This is an optimization exercise on Yosys and OpenROAD, whose aim is small area and a short achievable clock period, not a production implementation.
Where RTL was checked, it was by simulation tests only, not by an equivalence proof against the original.
Function not checked in runs 2 to 4: the RTL went through the layout flow alone.

==> flow/design.v, too long to show whole: its modules and the start of the top module <==
// module BigALU: 116 lines
// module PfxGP: 4 lines
// module PfxG: 3 lines
// module Inc23: 14 lines
// module NormalizedDecoder: 38 lines
// module AddOp: 80 lines
// module MultiOp: 30 lines
// module MulCore: 1203 lines
// module MulFA: 4 lines
// module MulBoothEnc: 4 lines
// module MulBoothPP: 3 lines
// module MulHA: 4 lines
// module MulCPA: 216 lines
// module FP_ALU_SYN: 49 lines
module FP_ALU_SYN (
    output [31:0] out,
    output under_overflow,
    output zero,
    input  [31:0] para1,
    input  [31:0] para2,
    input  [1:0]  ALU_op,
    input  clk
);
  // ...
==> flow/run.sh <==
#!/bin/bash
# synth_recipe.tcl (not shown) runs the flow's synth.tcl, then flattens the netlist and writes it again
# the make line also repeats each setting of config.mk as NAME=value (left out here)
make -C /OpenROAD-flow-scripts/flow DESIGN_CONFIG=/design/flow/config.mk WORK_HOME=/design/flow/orfs CLKGATE_MAP_FILE= SYNTH_SCRIPT=/design/flow/synth_recipe.tcl finish
==> flow/config.mk <==
export PLATFORM = sky130hd
export DESIGN_NAME = FP_ALU_SYN
export DESIGN_NICKNAME = FP_ALU_SYN
export VERILOG_FILES = /design/flow/design.v
export SDC_FILE = /design/flow/constraint.sdc
export NUM_CORES = 4
export LEC_CHECK = 0
export CAP_MARGIN = 20
export CORE_MARGIN = 2
export CORE_UTILIZATION = 40
export SLEW_MARGIN = 20
export SYNTH_HIERARCHICAL = 1
==> flow/constraint.sdc <==
create_clock -name core_clock -period 16.0 [get_ports {clk}]
set_input_delay 3.2000 -clock core_clock [delete_from_list [all_inputs] [get_ports {clk}]]
set_output_delay 3.2000 -clock core_clock [all_outputs]
set_load 0.01 [all_outputs]
==> results.txt, run 1 <==
## Critical path
* xor2_1 — cell at the slowest stage of the critical path
* buf_4 -> nand2_1 -> o22ai_2 -> buf_4 -> a22oi_2 -> xnor2_1 -> fa_1 -> fa_1 -> fa_1 -> fa_1 -> fa_1 -> ha_1 -> and2_1 -> and2_1 -> and2_1 -> and2_1 -> a21o_1 -> a21o_1 -> xor2_1 -> and2_1 -> and3_1 -> a221o_1 -> o21ai_0 -> a21oi_1 — series of cell instances along the critical path
* op2_ff[11]$_DFF_P_ — worst setup path start
* flip-flop — CP Launch Type
* 2 — Worst Path Buf+Inv

## Die
* 100 — floorplan row count
* 101 — number of ports placed on the die boundary
* 0.405 — Starting Density
* 0.0777 mm² — die area
* 969 — number of tapcells
* 279 µm — vertical extent of the die

## Finish
* xnor2_1, a22oi_2, fa_1 — leading cell types in the layout, fill and taps excluded
* 1 — number of antenna diodes
* 0.0263 mm² — multi-input logic area
* 0.447 — final cell utilization of the core
* 0.0498 — Final non-clock buffer share
* 7358 — filler cell count
* xnor2_1 — leading cell type in the layout, fill and taps excluded
* 3953 — final-stage net count
* 4382 — Cell Count, Final, Fillers Out

## STA
* 0.234 — remaining max-slew budget at the tightest pin
* 112 MHz — timing-limited maximum frequency
* no — unrepaired setup endpoints after global routing
* 8930 ps — Period minus WS final
* 0 — Finish-stage setup viols

## Placement
* 4350 — # placed instances
* 75.4 mm — HPWL after DPL

## Run status
* no timing/DRC/antenna violations — status

## Clocking
* 2 — largest buffer count on any clock path
* 4 — H-tree depth reported by CTS
* 0 — number of hold buffers added after cts
* 17 — number of buffers inserted during clock tree synthesis

## Global routing
* 0.273 — GR Util All Layers
* 0 — grt ovf
* 165 mm — wire length of the first global-routing pass

## Route
* 7 — detailed-routing iteration count for the pre-antenna-repair pass
* 0 — DRC errors left

## Min path
* 1 — count of cells along the worst hold path

==> module AddOp, before the edit <==
module AddOp (
    output reg [31:0] out,
    output reg under_overflow,
    input  [31:0] op1,
    input  [31:0] op2,
    input  [4:0]  d,
    input         big,
    input         dz,
    input         d1
);
wire        sub = op1[31] ^ op2[31];
wire [7:0]  E1  = op1[30:23];
wire [23:0] S1  = {1'b1, op1[22:0]};
wire [23:0] S2  = {1'b1, op2[22:0]};
wire is_result_zero = sub && (op1[30:0] == op2[30:0]);
wire add_with_zero  = ~|op2[30:0];
wire near = sub & (dz | d1 | big);
wire [24:0] aligned = {S2, 1'b0} >> d;
wire [23:0] U = big ? 24'd0 : aligned[24:1];
wire        r = ~big & aligned[0];
wire [24:0] R;
BigALU far_alu (.out(R), .op1(S1), .op2(U ^ {24{sub}}), .cin(r ^ sub));
wire [22:0] R_inc;
Inc23 rinc (.out(R_inc), .in(R[23:1]), .cin(R[0]));
wire        add_of = (E1 == 8'd254);
wire [7:0]  E1p1 = E1 + 8'd1;
wire [7:0]  E1m1 = E1 - 8'd1;
reg [31:0] far_out;
reg        far_uo;
always @(*) begin
    far_out = {op1[31], 31'd0};
    far_uo  = 1'b0;
    if (!sub) begin
        if (R[24]) begin
            far_uo = add_of;
            far_out[30:0] = {E1p1, add_of ? 23'd0 : R_inc};
        end
        else
            far_out[30:0] = {E1, R[22:0]};
    end
    else if (R[23]) begin
        far_uo = (E1 == 8'd0);
        far_out[30:0] = far_uo ? {8'hff, 23'd0} : {E1, R[22:0]};
    end
    else begin
        far_uo = (E1[7:1] == 7'd0);
        far_out[30:0] = far_uo ? {8'hff, 23'd0} : {E1m1, R[21:0], 1'b0};
    end
end
wire [23:0] nA  = big ? 24'd0 : S1;
wire [23:0] nB  = big ? S1 : (dz ? S2 : {1'b0, S2[23:1]});
wire        nci = big | dz | ~S2[0];
wire [24:0] Dsum;
BigALU near_alu (.out(Dsum), .op1(nA), .op2(~nB), .cin(nci));
wire [22:0] norm_frac;
wire [4:0]  shift;
NormalizedDecoder nd (.result(norm_frac), .shift_times(shift), .in(Dsum[23:0]));
wire [8:0] e_sub = {1'b0, E1} - {4'd0, shift};
wire       near_uo = e_sub[8] | (e_sub[7:0] == 8'd0);    
wire [31:0] near_out = near_uo ? {op1[31], 8'hff, 23'd0}
                               : {op1[31], e_sub[7:0], norm_frac};
always @(*) begin
    if (is_result_zero) begin
        out = 32'd0;
        under_overflow = 1'b0;
    end
    else if (add_with_zero) begin
        out = op1 | op2;
        under_overflow = 1'b0;
    end
    else if (near) begin
        out = near_out;
        under_overflow = near_uo;
    end
    else begin
        out = far_out;
        under_overflow = far_uo;
    end
end
endmodule
==> module MultiOp, before the edit <==
module MultiOp (
    output reg [31:0] out,
    output reg under_overflow,
    input  [31:0] para1,
    input  [31:0] para2
);
wire [24:0] h;
MulCore core (.p(h), .fa(para1[22:0]), .fb(para2[22:0]));
wire        norm = h[24];     
wire [8:0] es = para1[30:23] + para2[30:23];
wire [8:0] e0 = es - 9'd127;
wire [8:0] e1 = es - 9'd126;
wire of0 = es >= 9'd382;
wire of1 = es >= 9'd381;
wire uf0 = es < 9'd127;
wire uf1 = es < 9'd126;
wire mzero = ~|para1 | ~|para2;
wire sgn   = para1[31] ^ para2[31];
wire [8:0] top0 = mzero ? 9'h000 : uf0 ? 9'h1ff : of0 ? 9'h0ff : {sgn, e0[7:0]};
wire [8:0] top1 = mzero ? 9'h000 : uf1 ? 9'h1ff : of1 ? 9'h0ff : {sgn, e1[7:0]};
wire keep0 = ~(mzero | uf0 | of0);
wire keep1 = ~(mzero | uf1 | of1);
wire uo0   = ~mzero & (uf0 | of0);
wire uo1   = ~mzero & (uf1 | of1);
always @(*) begin
    under_overflow = norm ? uo1 : uo0;
    out[31:23]     = norm ? top1 : top0;
    out[22:0]      = norm ? (h[23:1] & {23{keep1}}) : (h[22:0] & {23{keep0}});
end
endmodule
==> module FP_ALU_SYN, before the edit <==
module FP_ALU_SYN (
    output [31:0] out,
    output under_overflow,
    output zero,
    input  [31:0] para1,
    input  [31:0] para2,
    input  [1:0]  ALU_op,
    input  clk
);
wire [31:0] p2_eff = {para2[31] ^ (ALU_op == 2'b01), para2[30:0]};
wire        keep   = para1[30:0] >= para2[30:0];
wire [7:0]  d12    = para1[30:23] - para2[30:23];
wire [7:0]  d21    = para2[30:23] - para1[30:23];
wire [7:0]  d      = keep ? d12 : d21;
reg [31:0] op1_ff, op2_ff;
reg [1:0]  ALU_op_ff;
reg [4:0]  d_ff;
reg        big_ff, dz_ff, d1_ff;
always @(posedge clk) begin
    op1_ff    <= keep ? para1  : p2_eff;
    op2_ff    <= keep ? p2_eff : para1;
    ALU_op_ff <= ALU_op;
    d_ff      <= d[4:0];
    big_ff    <= d > 8'd24;
    dz_ff     <= d == 8'd0;
    d1_ff     <= d == 8'd1;
end
wire [31:0] add_result, multi_result;
wire        add_under_overflow, multi_under_overflow;
AddOp   add   (.out(add_result),   .under_overflow(add_under_overflow),
               .op1(op1_ff), .op2(op2_ff), .d(d_ff), .big(big_ff),
               .dz(dz_ff), .d1(d1_ff));
MultiOp multi (.out(multi_result), .under_overflow(multi_under_overflow),
               .para1(op1_ff), .para2(op2_ff));
reg [31:0] add_r, mul_r;
reg        add_uo_r, mul_uo_r;
reg        sel_add, sel_mul;
always @(posedge clk) begin
    add_r    <= add_result;
    add_uo_r <= add_under_overflow;
    mul_r    <= multi_result;
    mul_uo_r <= multi_under_overflow;
    sel_add  <= ~ALU_op_ff[1];
    sel_mul  <= ALU_op_ff == 2'b10;
end
assign out = ({32{sel_add}} & add_r) | ({32{sel_mul}} & mul_r);
assign under_overflow = (sel_add & add_uo_r) | (sel_mul & mul_uo_r);
assign zero = ~((sel_add & |add_r) | (sel_mul & |mul_r));
endmodule
==> inputs of run 2 (changes only) <==
--- a/flow/design.v
+++ b/flow/design.v
@@ -225,47 +225,39 @@
 wire [23:0] nA  = big ? 24'd0 : S1;
 wire [23:0] nB  = big ? S1 : (dz ? S2 : {1'b0, S2[23:1]});
 wire        nci = big | dz | ~S2[0];
 wire [24:0] Dsum;
 BigALU near_alu (.out(Dsum), .op1(nA), .op2(~nB), .cin(nci));
 wire [22:0] norm_frac;
 wire [4:0]  shift;
 NormalizedDecoder nd (.result(norm_frac), .shift_times(shift), .in(Dsum[23:0]));
-wire [8:0] e_sub = {1'b0, E1} - {4'd0, shift};
-wire       near_uo = e_sub[8] | (e_sub[7:0] == 8'd0);    
-wire [31:0] near_out = near_uo ? {op1[31], 8'hff, 23'd0}
-                               : {op1[31], e_sub[7:0], norm_frac};
+wire [7:0] e_sub   = E1 - {3'd0, shift};
+wire       near_uo = E1 <= {3'd0, shift};
+wire [31:0] near_out = {op1[31], e_sub | {8{near_uo}}, norm_frac & {23{~near_uo}}};
+wire sel_or   = ~is_result_zero & add_with_zero;
+wire sel_near = ~is_result_zero & ~add_with_zero & near;
+wire sel_far  = ~is_result_zero & ~add_with_zero & ~near;
 always @(*) begin
-    if (is_result_zero) begin
-        out = 32'd0;
-        under_overflow = 1'b0;
-    end
-    else if (add_with_zero) begin
-        out = op1 | op2;
-        under_overflow = 1'b0;
-    end
-    else if (near) begin
-        out = near_out;
-        under_overflow = near_uo;
-    end
-    else begin
-        out = far_out;
-        under_overflow = far_uo;
-    end
+    out = ({32{sel_or}}   & (op1 | op2))
+        | ({32{sel_near}} & near_out)
+        | ({32{sel_far}}  & far_out);
+    under_overflow = (sel_near & near_uo) | (sel_far & far_uo);
 end
 endmodule
 module MultiOp (
     output reg [31:0] out,
     output reg under_overflow,
     input  [31:0] para1,
-    input  [31:0] para2
+    input  [31:0] para2,
+    input  [11:0] one,      
+    input  [11:0] two
 );
 wire [24:0] h;
-MulCore core (.p(h), .fa(para1[22:0]), .fb(para2[22:0]));
+MulCore core (.p(h), .fa(para1[22:0]), .fb(para2[22:0]), .one(one), .two(two));
 wire        norm = h[24];     
 wire [8:0] es = para1[30:23] + para2[30:23];
 wire [8:0] e0 = es - 9'd127;
 wire [8:0] e1 = es - 9'd126;
 wire of0 = es >= 9'd382;
 wire of1 = es >= 9'd381;
 wire uf0 = es < 9'd127;
 wire uf1 = es < 9'd126;
@@ -281,55 +273,57 @@
     under_overflow = norm ? uo1 : uo0;
     out[31:23]     = norm ? top1 : top0;
     out[22:0]      = norm ? (h[23:1] & {23{keep1}}) : (h[22:0] & {23{keep0}});
 end
 endmodule
 module MulCore (
     output [24:0] p,
     input  [22:0] fa,
-    input  [22:0] fb
+    input  [22:0] fb,
+    input  [11:0] one,    
+    input  [11:0] two     
 );
 wire [23:0] a = {1'b1, fa};
 wire [23:0] b = {1'b1, fb};
-wire one0, two0;
-MulBoothEnc e0 (.one(one0), .two(two0), .b2(b[1]), .b1(b[0]), .b0(1'b0));
+wire one0 = one[0];
+wire two0 = two[0];
 wire neg0 = b[1];
-wire one1, two1;
-MulBoothEnc e1 (.one(one1), .two(two1), .b2(b[3]), .b1(b[2]), .b0(b[1]));
+wire one1 = one[1];
+wire two1 = two[1];
 wire neg1 = b[3];
-wire one2, two2;
-MulBoothEnc e2 (.one(one2), .two(two2), .b2(b[5]), .b1(b[4]), .b0(b[3]));
+wire one2 = one[2];
+wire two2 = two[2];
 wire neg2 = b[5];
-wire one3, two3;
-MulBoothEnc e3 (.one(one3), .two(two3), .b2(b[7]), .b1(b[6]), .b0(b[5]));
+wire one3 = one[3];
+wire two3 = two[3];
 wire neg3 = b[7];
-wire one4, two4;
-MulBoothEnc e4 (.one(one4), .two(two4), .b2(b[9]), .b1(b[8]), .b0(b[7]));
+wire one4 = one[4];
+wire two4 = two[4];
 wire neg4 = b[9];
-wire one5, two5;
-MulBoothEnc e5 (.one(one5), .two(two5), .b2(b[11]), .b1(b[10]), .b0(b[9]));
+wire one5 = one[5];
+wire two5 = two[5];
 wire neg5 = b[11];
-wire one6, two6;
-MulBoothEnc e6 (.one(one6), .two(two6), .b2(b[13]), .b1(b[12]), .b0(b[11]));
+wire one6 = one[6];
+wire two6 = two[6];
 wire neg6 = b[13];
-wire one7, two7;
-MulBoothEnc e7 (.one(one7), .two(two7), .b2(b[15]), .b1(b[14]), .b0(b[13]));
+wire one7 = one[7];
+wire two7 = two[7];
 wire neg7 = b[15];
-wire one8, two8;
-MulBoothEnc e8 (.one(one8), .two(two8), .b2(b[17]), .b1(b[16]), .b0(b[15]));
+wire one8 = one[8];
+wire two8 = two[8];
 wire neg8 = b[17];
-wire one9, two9;
-MulBoothEnc e9 (.one(one9), .two(two9), .b2(b[19]), .b1(b[18]), .b0(b[17]));
+wire one9 = one[9];
+wire two9 = two[9];
 wire neg9 = b[19];
-wire one10, two10;
-MulBoothEnc e10 (.one(one10), .two(two10), .b2(b[21]), .b1(b[20]), .b0(b[19]));
+wire one10 = one[10];
+wire two10 = two[10];
 wire neg10 = b[21];
-wire one11 = b[22] ^ b[21];
-wire two11 = (b[23] & ~b[22] & ~b[21]) | (~b[23] & b[22] & b[21]);
+wire one11 = one[11];
+wire two11 = two[11];
 wire neg11 = b[23];
 wire pp0_0 = ((a[0] & one0) | (1'b0 & two0)) ^ neg0;
 wire pp0_1;
 MulBoothPP q0_1 (.p(pp0_1), .a1(a[1]), .a0(a[0]), .one(one0), .two(two0), .neg(neg0));
 wire pp0_2;
 MulBoothPP q0_2 (.p(pp0_2), .a1(a[2]), .a0(a[1]), .one(one0), .two(two0), .neg(neg0));
 wire pp0_3;
 MulBoothPP q0_3 (.p(pp0_3), .a1(a[3]), .a0(a[2]), .one(one0), .two(two0), .neg(neg0));
@@ -1726,36 +1720,48 @@
     input  [1:0]  ALU_op,
     input  clk
 );
 wire [31:0] p2_eff = {para2[31] ^ (ALU_op == 2'b01), para2[30:0]};
 wire        keep   = para1[30:0] >= para2[30:0];
 wire [7:0]  d12    = para1[30:23] - para2[30:23];
 wire [7:0]  d21    = para2[30:23] - para1[30:23];
 wire [7:0]  d      = keep ? d12 : d21;
+wire [31:0] n1 = keep ? para1  : p2_eff;
+wire [31:0] n2 = keep ? p2_eff : para1;
+wire [24:0] bx = {1'b1, n2[22:0], 1'b0};
+wire [11:0] one_n, two_n;
+genvar j;
+generate for (j = 0; j < 12; j = j + 1) begin : booth
+    assign one_n[j] = bx[2*j+1] ^ bx[2*j];
+    assign two_n[j] = (bx[2*j+2] & ~bx[2*j+1] & ~bx[2*j]) | (~bx[2*j+2] & bx[2*j+1] & bx[2*j]);
+end endgenerate
 reg [31:0] op1_ff, op2_ff;
+reg [11:0] one_ff, two_ff;
 reg [1:0]  ALU_op_ff;
 reg [4:0]  d_ff;
 reg        big_ff, dz_ff, d1_ff;
 always @(posedge clk) begin
-    op1_ff    <= keep ? para1  : p2_eff;
-    op2_ff    <= keep ? p2_eff : para1;
+    op1_ff    <= n1;
+    op2_ff    <= n2;
+    one_ff    <= one_n;
+    two_ff    <= two_n;
     ALU_op_ff <= ALU_op;
     d_ff      <= d[4:0];
     big_ff    <= d > 8'd24;
     dz_ff     <= d == 8'd0;
     d1_ff     <= d == 8'd1;
 end
 wire [31:0] add_result, multi_result;
 wire        add_under_overflow, multi_under_overflow;
 AddOp   add   (.out(add_result),   .under_overflow(add_under_overflow),
                .op1(op1_ff), .op2(op2_ff), .d(d_ff), .big(big_ff),
                .dz(dz_ff), .d1(d1_ff));
 MultiOp multi (.out(multi_result), .under_overflow(multi_under_overflow),
-               .para1(op1_ff), .para2(op2_ff));
+               .para1(op1_ff), .para2(op2_ff), .one(one_ff), .two(two_ff));
 reg [31:0] add_r, mul_r;
 reg        add_uo_r, mul_uo_r;
 reg        sel_add, sel_mul;
 always @(posedge clk) begin
     add_r    <= add_result;
     add_uo_r <= add_under_overflow;
     mul_r    <= multi_result;
     mul_uo_r <= multi_under_overflow;
==> flow/flow/run.sh (new file) <==
#!/bin/bash
# Standard synthesis and layout; the layout's timing repair is asked to keep a
# larger setup margin than the flow settings allow, so that it upsizes and
# buffers the long paths.  The clock period and constraints are the design's.
set -euo pipefail
bash standard.sh synth > synth.log 2>&1
bash standard.sh finish SETUP_SLACK_MARGIN=10.5 TNS_END_PERCENT=100 > layout.log 2>&1
==> flow/standard.sh (new file) <==
#!/bin/bash
# synth_recipe.tcl (not shown) runs the flow's synth.tcl, then flattens the netlist and writes it again
# the make line also repeats each setting of config.mk as NAME=value (left out here)
make -C /OpenROAD-flow-scripts/flow DESIGN_CONFIG=/design/flow/config.mk WORK_HOME=/design/flow/orfs CLKGATE_MAP_FILE= SYNTH_SCRIPT=/design/flow/synth_recipe.tcl "${@:-finish}"
removed: flow/run.sh
==> run 2 against run 1 <==
  * Register-to-register slack improved by 2700 ps
  * Die area is 1.6% higher
  * Wire length is 23% higher
  * Design area grew 20%
  * Clock skew is 4.5 ps higher
  * First-iteration DRC count up 59%
  * Synthesized cell count is 3.5% lower
  * Cell count grew 6.7%
  * Flip-flop and latch count rose by 23
  * Critical path type unchanged
  * Critical endpoint is now mul_r[27]$_DFF_P_
==> results.txt, run 2 <==
## Run status
* no timing/DRC/antenna violations — status, unchanged

## STA
* 0 — final hold vios, unchanged
* 9730 ps — worst-case setup margin in the final layout, was 7070 ps
* 1260 ps — transition time at the pin with the least slew margin, was 1150 ps
* 0.392 — final clock period utilization by the worst path, was 0.558
* 14.6 ps — final clock skew, was 10.1 ps
* 0 ps — final setup TNS, unchanged
* 0 — Finish-stage setup viols, unchanged
* yes — unrepaired setup endpoints after global routing, was no
* 6270 ps — Period minus WS final, was 8930 ps
* 159 MHz — timing-limited maximum frequency, was 112 MHz
* 0.153 — remaining max-slew budget at the tightest pin, was 0.234
* 0 — Max Transition Viols Final, unchanged

## Finish
* xnor2_1 — leading cell type in the layout, fill and taps excluded, unchanged
* add_r x32, mul_r x32, op1_ff x32 — largest registers ranked by flip-flop count
* 0.335 — fraction of layout cells with a size suffix above 1, was 0.155
* xnor2_1, a22oi_2, buf_4 — leading cell types in the layout, fill and taps excluded, was xnor2_1, a22oi_2, fa_1
* 30.4% — area growth from synthesis to layout, was 10.3%
* 4177 — final-stage net count, was 3953
* 0.527 — final cell utilization of the core, was 0.447

## Route
* 6.37 — post-DR vias/cell, was 6.13
* 13 — detailed-routing iteration count for the pre-antenna-repair pass, was 7
* 29.8k — number of vias in the routed layout, was 26.9k
* 28.0 µm — wire length per cell, was 24.2 µm
* 0 — DRC errors left, unchanged
* 0 — number of nets with antenna violations after detailed routing, unchanged
* 3871 — iteration-0 DRC count of the detailed router, was 2434
* 131 mm — final routed wirelength across all metal layers, was 106 mm

## Die
* 281 µm — die width, was 279 µm
* 0.404 — Starting Density, was 0.405
* 0.0789 mm² — die area, was 0.0777 mm²
* 281 µm — vertical extent of the die, was 279 µm
* 0.0759 mm² — core region area, was 0.0746 mm²
* 101 — number of ports placed on the die boundary, unchanged
* 101 — floorplan row count, was 100

## Critical path
* flip-flop — CP Launch Type, unchanged
* fa_1 — cell at the slowest stage of the critical path, was xor2_1
* flip-flop to flip-flop — kind of critical path, unchanged
* flip-flop — Critical Path Sink Type, unchanged
* 16370 ps — Critical Path RT, was 16380 ps
* 9730 ps — register-to-register path setup slack, was 7070 ps
* 540 ps — critical path's largest stage delay, was 760 ps
* 6640 ps — Crit path arrival time, was 9310 ps
* buf_4 -> a22oi_2 -> xnor2_2 -> fa_1 -> fa_1 -> fa_2 -> fa_1 -> fa_1 -> ha_1 -> a21o_1 -> a21o_1 -> a21o_4 -> a21o_1 -> a21o_4 -> a21o_1 -> xor2_1 -> buf_6 -> and2_4 -> and3_4 -> a221oi_4 -> buf_4 -> nand2_2 -> a221oi_2 — series of cell instances along the critical path, was buf_4 -> nand2_1 -> o22ai_2 -> buf_4 -> a22oi_2 -> xnor2_1 -> fa_1 -> fa_1 -> fa_1 -> fa_1 -> fa_1 -> ha_1 -> and2_1 -> and2_1 -> and2_1 -> and2_1 -> a21o_1 -> a21o_1 -> xor2_1 -> and2_1 -> and3_1 -> a221o_1 -> o21ai_0 -> a21oi_1
* 8 — biggest fanout along the worst timing path, was 40

## Synthesis
* 3192 — post-synthesis instance total, was 3307
* 0.0307 mm² — Post-Syn Area, was 0.0302 mm²
* 9 — count of warnings emitted by yosys, unchanged
* 9.61 µm² — average size of a mapped cell, was 9.13 µm²

## Global routing
* 0.323 — GR Util All Layers, was 0.273
* 29.3k — number of global-route vias before repair, was 27.4k
* 11 — initial antenna violation count, was 3
* 0 — grt ovf, unchanged
* 190 mm — wire length of the first global-routing pass, was 165 mm
* 51 — largest net degree at the start of global routing, was 85

## Clocking
* 4 — H-tree depth reported by CTS, unchanged
* 2 — largest buffer count on any clock path, unchanged
* 0 — number of hold buffers added after cts, unchanged
* built — TritonCTS clock tree, unchanged
* 70 ps — Clock Pin Slew Worst Setup and Hold Paths, was 60 ps
* clkbuf_16 — root buffer cell, unchanged
* 460 ps — clock latency on the worst-skew pair, was 450 ps
* 17 — number of buffers inserted during clock tree synthesis, unchanged
* 165 — CTS sink cnt, was 142

## Min path
* flip-flop to flip-flop — Worst Hold Class, unchanged

## Placement
* 1.01 — placer congestion estimate, was 0.938
* 8540 ps — worst setup slack after placement, was 7280 ps
* 77.6 mm — HPWL after DPL, was 75.4 mm
* 100 — Port Buffers, unchanged

## Job
* 0 — max-cap check violation count, unchanged

==> run 2: cell count changes in the layout (fill, tap and decap cells not counted), moves of 54 or more <==
cell | before | now
nand2_1 | 225 | 118
buf_12 | 0 | 71
clkdlybuf4s50_1 | 100 | 45
dfxtp_4 | 0 | 54
o21ai_0 | 134 | 57
buf_4 | 84 | 265
==> run 2: critical path: cells and delay by family, from the launching register on <==
| family | cells | cell delay (ps) |
|---|---|---|
| and+or+nand+nor | 3 | 440 |
| DFF | 1 | 400 |
| AOI/OAI and AO/OA | 9 | 1870 |
| xor gates and xnor gates | 2 | 320 |
| adders and majority gates | 6 | 2660 |
| buffers and inverters | 3 | 500 |
==> run 2: metrics by stage <==
| step | hold slack (ps) | cell area (µm²) | instances |
|---|---|---|---|
| 6_report | 382 | 40000 | 4675 |
| 5_1_grt | 405 | 40000 | 4674 |
| 4_1_cts | 387 | 38600 | 4595 |
| 3_5_place_dp | 369 | 33300 | 4268 |
| 3_3_place_gp | 365 | 33200 | 4266 |
| 2_1_floorplan | 357 | 31300 | 3214 |
==> run 2: layer usage <==
layer  vias to the layer above  track usage  share of wire
met5                         -      0.00625        0.00063
met4                         4        0.157          0.062
met3                       596        0.109           0.13
met2                      2034        0.494           0.43
met1                     14600        0.406           0.38
li1                      12500            -              -
==> run 2: layout make-up <==
| cell class | instances | area (µm²) |
|---|---|---|
| multi-input cells | 2754 | 28100 |
| clock buffers | 20 | 467 |
| repair buffers | 510 | 5780 |
| inverters | 177 | 677 |
| well taps | 1030 | 1290 |
| fillers | 6643 | 35900 |
| flip-flops and latches | 165 | 3510 |
| clock inverters | 12 | 159 |
| diodes | 7 | 17.5 |
==> run 2: path summary, 6_finish.rpt <==
path                                     endpoint  cells after the start                 start
worst min register to register    sel_add$_DFF_P_                      1  ALU_op_ff[1]$_DFF_P_
worst min-delay path              sel_add$_DFF_P_                      1  ALU_op_ff[1]$_DFF_P_
worst max register to register  mul_r[27]$_DFF_P_                     23    op1_ff[15]$_DFF_P_
worst max-delay path            mul_r[27]$_DFF_P_                     23    op1_ff[15]$_DFF_P_
==> run 2: timing repair <==
action / 4_1_cts / 5_1_grt
buffers inserted: 281 / 71
gates resized for setup: 260 / 227
cloned: 14 / 2
pin swaps: 97 / 80
setup endpoints to repair: 160 / 135
==> inputs of run 3 (changes only) <==
--- a/flow/flow/run.sh
+++ b/flow/flow/run.sh
@@ -4,4 +4,4 @@
 # buffers the long paths.  The clock period and constraints are the design's.
 set -euo pipefail
 bash standard.sh synth > synth.log 2>&1
-bash standard.sh finish SETUP_SLACK_MARGIN=10.5 TNS_END_PERCENT=100 > layout.log 2>&1
+bash standard.sh finish SETUP_SLACK_MARGIN=9.5 TNS_END_PERCENT=100 > layout.log 2>&1
==> run 3 against run 2 <==
  * Critical path depth is 11 lower
  * Flip-flop and latch count stayed put
  * Cell count shrank 3.0%
  * Non-clock buffer count down 134
  * First-iteration DRC count is 25% lower
==> results.txt, run 3 <==
## Finish
* xnor2_1 — leading cell type in the layout, fill and taps excluded, unchanged
* 0.00347 mm² — combined flip-flop and latch cell area, was 0.00351 mm²
* 0.247 — fraction of layout cells with a size suffix above 1, was 0.335
* 7066 — filler cell count, was 6643
* 20.9% — area growth from synthesis to layout, was 30.4%
* add_r x32, mul_r x32, op1_ff x32 — largest registers ranked by flip-flop count, unchanged
* 4042 — final-stage net count, was 4177
* 0.488 — final cell utilization of the core, was 0.527
* 0 — number of antenna diodes, was 7
* 0.0267 mm² — multi-input logic area, was 0.0281 mm²
* xnor2_1, a22oi_2, fa_1 — leading cell types in the layout, fill and taps excluded, was xnor2_1, a22oi_2, buf_4

## Critical path
* input pin to flip-flop — kind of critical path, was flip-flop to flip-flop
* 16380 ps — Critical Path RT, was 16370 ps
* mux2i_1 — cell at the slowest stage of the critical path, was fa_1
* 630 ps — critical path's largest stage delay, was 540 ps
* 58 — biggest fanout along the worst timing path, was 8
* flip-flop — Critical Path Sink Type, unchanged
* mul_r[1]$_DFF_P_ — RR Endpoint, was mul_r[27]$_DFF_P_
* 23 — worst reg-to-reg path cell count, unchanged
* 9660 ps — register-to-register path setup slack, was 9730 ps
* input pin — CP Launch Type, was flip-flop
* op1_ff[15]$_DFF_P_ — source of the worst register-to-register timing path, unchanged
* clkdlybuf4s50_1 -> inv_1 -> ha_1 -> a21oi_1 -> nand2_1 -> a211oi_1 -> a31oi_1 -> nor2_4 -> buf_8 -> mux2i_1 -> nand2b_1 -> o22ai_1 — series of cell instances along the critical path, was buf_4 -> a22oi_2 -> xnor2_2 -> fa_1 -> fa_1 -> fa_2 -> fa_1 -> fa_1 -> ha_1 -> a21o_1 -> a21o_1 -> a21o_4 -> a21o_1 -> a21o_4 -> a21o_1 -> xor2_1 -> buf_6 -> and2_4 -> and3_4 -> a221oi_4 -> buf_4 -> nand2_2 -> a221oi_2
* 6730 ps — Crit path arrival time, was 6640 ps

## STA
* 6350 ps — Period minus WS final, was 6270 ps
* 0 — Finish-stage setup viols, unchanged
* 0 ps — final setup TNS, unchanged
* 0.397 — final clock period utilization by the worst path, was 0.392
* 0 — final hold vios, unchanged
* 22.9 ps — final clock skew, was 14.6 ps
* 157 MHz — timing-limited maximum frequency, was 159 MHz
* 0.309 — remaining max-slew budget at the tightest pin, was 0.153
* yes — unrepaired setup endpoints after global routing, unchanged
* 1030 ps — transition time at the pin with the least slew margin, was 1260 ps
* 0 — Max Transition Viols Final, unchanged

## Route
* 0 — DRC errors left, unchanged
* 0 — number of nets with antenna violations after detailed routing, unchanged
* 28.0k — number of vias in the routed layout, was 29.8k
* 6.18 — post-DR vias/cell, was 6.37
* 8 — detailed-routing iteration count for the pre-antenna-repair pass, was 13
* 2912 — iteration-0 DRC count of the detailed router, was 3871
* 119 mm — final routed wirelength across all metal layers, was 131 mm
* 26.2 µm — wire length per cell, was 28.0 µm

## Die
* 0.404 — Starting Density, unchanged
* 281 µm — vertical extent of the die, unchanged
* 0.0789 mm² — die area, unchanged
* 101 — floorplan row count, unchanged
* 281 µm — die width, unchanged
* 101 — number of ports placed on the die boundary, unchanged
* 0.0759 mm² — core region area, unchanged

## Clocking
* 2 — largest buffer count on any clock path, unchanged
* clkbuf_16 — root buffer cell, unchanged
* 4 — H-tree depth reported by CTS, unchanged
* 0 — number of hold buffers added after cts, unchanged
* 70 ps — Clock Pin Slew Worst Setup and Hold Paths, about the same
* built — TritonCTS clock tree, unchanged
* 17 — number of buffers inserted during clock tree synthesis, unchanged
* 165 — CTS sink cnt, unchanged
* 470 ps — clock latency on the worst-skew pair, was 460 ps

## Min path
* ALU_op_ff[1]$_DFF_P_ — startpoint of the worst hold path, unchanged
* flip-flop to flip-flop — Worst Hold Class, unchanged
* 1 — count of cells along the worst hold path, unchanged
* sel_add$_DFF_P_ — Hold Path End, unchanged

## Global routing
* 0 — initial antenna violation count, was 11
* 0 — grt ovf, unchanged
* 77 — largest net degree at the start of global routing, was 51
* 0.278 — GR Util All Layers, was 0.323
* 167 mm — wire length of the first global-routing pass, was 190 mm
* 26.9k — number of global-route vias before repair, was 29.3k

## Placement
* 100 — Port Buffers, unchanged
* 0.934 — placer congestion estimate, was 1.01
* 73.9 mm — HPWL after DPL, was 77.6 mm

## Synthesis
* 0.0307 mm² — Post-Syn Area, unchanged
* 9.61 µm² — average size of a mapped cell, unchanged
* 9 — count of warnings emitted by yosys, unchanged
* 3192 — post-synthesis instance total, unchanged

## Job
* 0 — max-cap check violation count, unchanged

## Run status
* no timing/DRC/antenna violations — status, unchanged

run 3: final cells by class:
class | instances | area share
Multi-Input combinational cell | 2753 | 0.720
Timing Repair Buffer | 376 | 0.118
Sequential cell | 165 | 0.0935
Tap cell | 1030 | 0.0347
Inverter | 177 | 0.0180
Clock buffer | 17 | 0.0115
Clock inverter | 15 | 0.00422
run 3: metal layers:
| layer | track usage | wire (µm) |
|---|---|---|
| met4 | 0.122 | 6170 |
| met1 | 0.374 | 48000 |
| met2 | 0.431 | 51200 |
| met3 | 0.0533 | 13100 |
| met5 | 0 | 0 |
run 3: worst max path at each step:
stage	depth (start not counted)	to	startpoint	slack (ps)
finish	12	two_ff[1]$_DFF_P_	para2[13]	9650
global placement	21	mul_r[16]$_DFF_P_	one_ff[0]$_DFF_P_	8360
CTS	21	mul_r[1]$_DFF_P_	one_ff[0]$_DFF_P_	9490
global route	30	add_r[5]$_DFF_P_	dz_ff$_DFF_P_	9460
floorplan	20	mul_r[2]$_DFF_P_	op1_ff[2]$_DFF_P_	9540
detailed placement	21	mul_r[1]$_DFF_P_	one_ff[0]$_DFF_P_	8330
run 3: per-stage QoR:
stage / hold WS (ps) / worst slack (ps) / cell area [µm²] / instances
detailed placement: 364 / 8330 / 33000 / 4293
finish: 383 / 9650 / 37100 / 4533
global placement: 362 / 8360 / 33000 / 4293
CTS: 382 / 9490 / 34600 / 4351
global route: 387 / 9460 / 37100 / 4533
floorplan: 357 / 9540 / 30800 / 3214
run 3: timing repair:
item,in CTS,in global routing
gates resized for setup,118,144
setup buffers,24,156
setup endpoints to repair,129,64
cloned,2,26
pin swaps,4,30
run 3: critical path, delay by kind of cell:
family          cells  cell delay [ps]
mux                 1              630
buf+inv             3              960
fa+ha+maj           1              310
compound gates      4             1190
simple gates        3              400
==> inputs of run 4 (changes only) <==
--- a/flow/flow/run.sh
+++ b/flow/flow/run.sh
@@ -4,4 +4,4 @@
 # buffers the long paths.  The clock period and constraints are the design's.
 set -euo pipefail
 bash standard.sh synth > synth.log 2>&1
-bash standard.sh finish SETUP_SLACK_MARGIN=9.5 TNS_END_PERCENT=100 > layout.log 2>&1
+bash standard.sh finish SETUP_SLACK_MARGIN=9.0 TNS_END_PERCENT=100 > layout.log 2>&1
==> run 4 against run 3 <==
  * Cell count shrank 3.9%
  * Die area unchanged
  * Non-clock buffer count decreased by 176
  * Maximum frequency decreased by 7.0%
  * Largest cell class unchanged
==> results.txt, run 4 <==
## Placement
* 100 — Port Buffers, unchanged
* 4303 — # placed instances, was 4293
* 0.0331 mm² — placed cell areas, was 0.0330 mm²
* 0.954 — placer congestion estimate, was 0.934
* 75.4 mm — HPWL after DPL, was 73.9 mm

## Min path
* flip-flop to flip-flop — Worst Hold Class, unchanged

## Critical path
* input pin — CP Launch Type, unchanged
* 61 — biggest fanout along the worst timing path, was 58
* input pin to flip-flop — kind of critical path, unchanged
* 3 — Worst Path Buf+Inv, unchanged
* 660 ps — critical path's largest stage delay, was 630 ps
* 16320 ps — Critical Path RT, was 16380 ps
* flip-flop — Critical Path Sink Type, unchanged
* 7150 ps — Crit path arrival time, was 6730 ps
* clkdlybuf4s50_1 -> inv_1 -> ha_1 -> a21o_1 -> a221o_1 -> a311oi_2 -> o21ai_2 -> nor2_4 -> buf_6 -> mux2i_1 -> o22ai_1 — series of cell instances along the critical path, was clkdlybuf4s50_1 -> inv_1 -> ha_1 -> a21oi_1 -> nand2_1 -> a211oi_1 -> a31oi_1 -> nor2_4 -> buf_8 -> mux2i_1 -> nand2b_1 -> o22ai_1
* compound AO/OA/AOI/OAI gates — family of cells with the greatest summed delay on the critical path, unchanged
* mux2i_1 — cell at the slowest stage of the critical path, unchanged

## Route
* 6.13 — post-DR vias/cell, was 6.18
* 0 — DRC errors left, unchanged
* 2741 — iteration-0 DRC count of the detailed router, was 2912
* 0 — number of nets with antenna violations after detailed routing, unchanged
* 5 — detailed-routing iteration count for the pre-antenna-repair pass, was 8
* 110 mm — final routed wirelength across all metal layers, was 119 mm
* 26.7k — number of vias in the routed layout, was 28.0k
* 25.2 µm — wire length per cell, was 26.2 µm

## Finish
* 3864 — final-stage net count, was 4042
* 11.2% — area growth from synthesis to layout, was 20.9%
* 0.178 — fraction of layout cells with a size suffix above 1, was 0.247
* 0 — number of antenna diodes, unchanged
* add_r x32, mul_r x32, op1_ff x32 — largest registers ranked by flip-flop count, unchanged
* 4355 — Cell Count, Final, Fillers Out, was 4533
* 0.0341 mm² — final standard cell area without fillers, was 0.0371 mm²
* xnor2_1, a22oi_2, fa_1 — leading cell types in the layout, fill and taps excluded, unchanged
* xnor2_1 — leading cell type in the layout, fill and taps excluded, unchanged

## Clocking
* 70 ps — Clock Pin Slew Worst Setup and Hold Paths, about the same
* clkbuf_16 — root buffer cell, unchanged
* 470 ps — clock latency on the worst-skew pair, about the same
* 165 — CTS sink cnt, unchanged
* 2 — largest buffer count on any clock path, unchanged
* 17 — number of buffers inserted during clock tree synthesis, unchanged
* 0 — number of hold buffers added after cts, unchanged
* 4 — H-tree depth reported by CTS, unchanged
* built — TritonCTS clock tree, unchanged

## STA
* 0 — Max Transition Viols Final, unchanged
* 0 — final hold vios, unchanged
* 13.5 ps — final clock skew, was 22.9 ps
* 1000 ps — transition time at the pin with the least slew margin, was 1030 ps
* 0 — Finish-stage setup viols, unchanged
* 0.427 — final clock period utilization by the worst path, was 0.397
* 0 ps — final setup TNS, unchanged
* yes — unrepaired setup endpoints after global routing, unchanged
* 146 MHz — timing-limited maximum frequency, was 157 MHz
* 6830 ps — Period minus WS final, was 6350 ps
* 0.332 — remaining max-slew budget at the tightest pin, was 0.309

## Synthesis
* 9.61 µm² — average size of a mapped cell, unchanged
* 3192 — post-synthesis instance total, unchanged
* 9 — count of warnings emitted by yosys, unchanged
* 0.0307 mm² — Post-Syn Area, unchanged

## Die
* 0.0789 mm² — die area, unchanged
* 0.0759 mm² — core region area, unchanged
* 101 — number of ports placed on the die boundary, unchanged
* 0.404 — Starting Density, unchanged
* 281 µm — vertical extent of the die, unchanged
* 101 — floorplan row count, unchanged
* 281 µm — die width, unchanged

## Global routing
* 26.7k — number of global-route vias before repair, was 26.9k
* 0 — initial antenna violation count, unchanged
* 0 — grt ovf, unchanged
* 0.274 — GR Util All Layers, was 0.278
* 165 mm — wire length of the first global-routing pass, was 167 mm
* 77 — largest net degree at the start of global routing, unchanged

## Run status
* no timing/DRC/antenna violations — status, unchanged

## Job
* 0 — max-cap check violation count, unchanged

## run 4: path summary, 6_finish.rpt
kind	start	endpoint	slack (ps)	depth (start not counted)
hold reg to reg	ALU_op_ff[0]$_DFF_P_	sel_mul$_DFF_P_	380	1
setup / recovery	para1[26]	two_ff[1]$_DFF_P_	9170	11
hold / removal	ALU_op_ff[0]$_DFF_P_	sel_mul$_DFF_P_	380	1
setup reg to reg	op2_ff[7]$_DFF_P_	mul_r[15]$_DFF_P_	9230	21
## run 4: routing by layer
layer,wire [µm],vias to the layer above,track usage
li1,-,11900,-
met1,46500,13200,0.376
met2,49100,1383,0.435
met3,9920,240,0.0412
met4,4050,0,0.0995
met5,0,-,0
## run 4: timing repair
action,CTS,global route
cloned,0,1
pin swaps,1,3
endpoints found under the setup margin,65,70
setup buffers,2,17
resized for setup,17,36
## run 4: layout make-up
type / count / area, µm²
Clock buffer: 19 / 443
Clock inverter: 13 / 136
Fill cell: 7380 / 41800
Inverter: 177 / 668
Multi-Input combinational cell: 2751 / 26300
Sequential cell: 165 / 3370
Tap cell: 1030 / 1290
Timing Repair Buffer: 200 / 1930
## run 4: through the flow
| stage | utilization | worst slack, ps | hold WS [ps] |
|---|---|---|---|
| after floorplan | - | 9130 | 357 |
| after global placement | 0.435 | 8240 | 363 |
| after detailed placement | 0.435 | 8220 | 368 |
| after CTS | 0.444 | 9060 | 386 |
| after global routing | 0.449 | 8960 | 403 |
| final | 0.449 | 9170 | 384 |

==> afterwards: timing with drivers on the ports <==
The flow's constraints put no driver on any port. The routed layouts listed below were extracted and timed again, unchanged, in two steps.
Step 1 sets driving cells, clkbuf_16 on the clock port and buf_2 on the other inputs (assumed; they add their load-dependent delay and slew).
Step 2 times the ports against the registers' clock, not the clock port: input delays grow and output delays shrink by t, the midpoint of the rising clock arrivals with the driver on.
Slacks: ideal / step 1 / step 2; pairs: ideal / step 1.
| run | shift t [ns] | setup WS [ns] | worst register clock-pin slew, ns | worst data-port slew with drivers (ns) |
|---|---|---|---|---|
| run 1 | 0.497 | 7.068 / 7.068 / 7.068 | 0.07 / 0.07 | 0.09 |
| run 2 | 0.508 | 9.727 / 9.727 / 9.727 | 0.08 / 0.08 | 0.16 |
| run 3 | 0.514 | 9.646 / 9.657 / 9.161 | 0.09 / 0.09 | 0.07 |
| run 4 | 0.516 | 9.169 / 9.201 / 8.686 | 0.08 / 0.08 | 0.07 |
After both steps setup and hold are still met in every run listed. For run 3, which loses most, drivers alone change the setup slack by +0.011 ns; drivers and shift together by -0.485 ns.
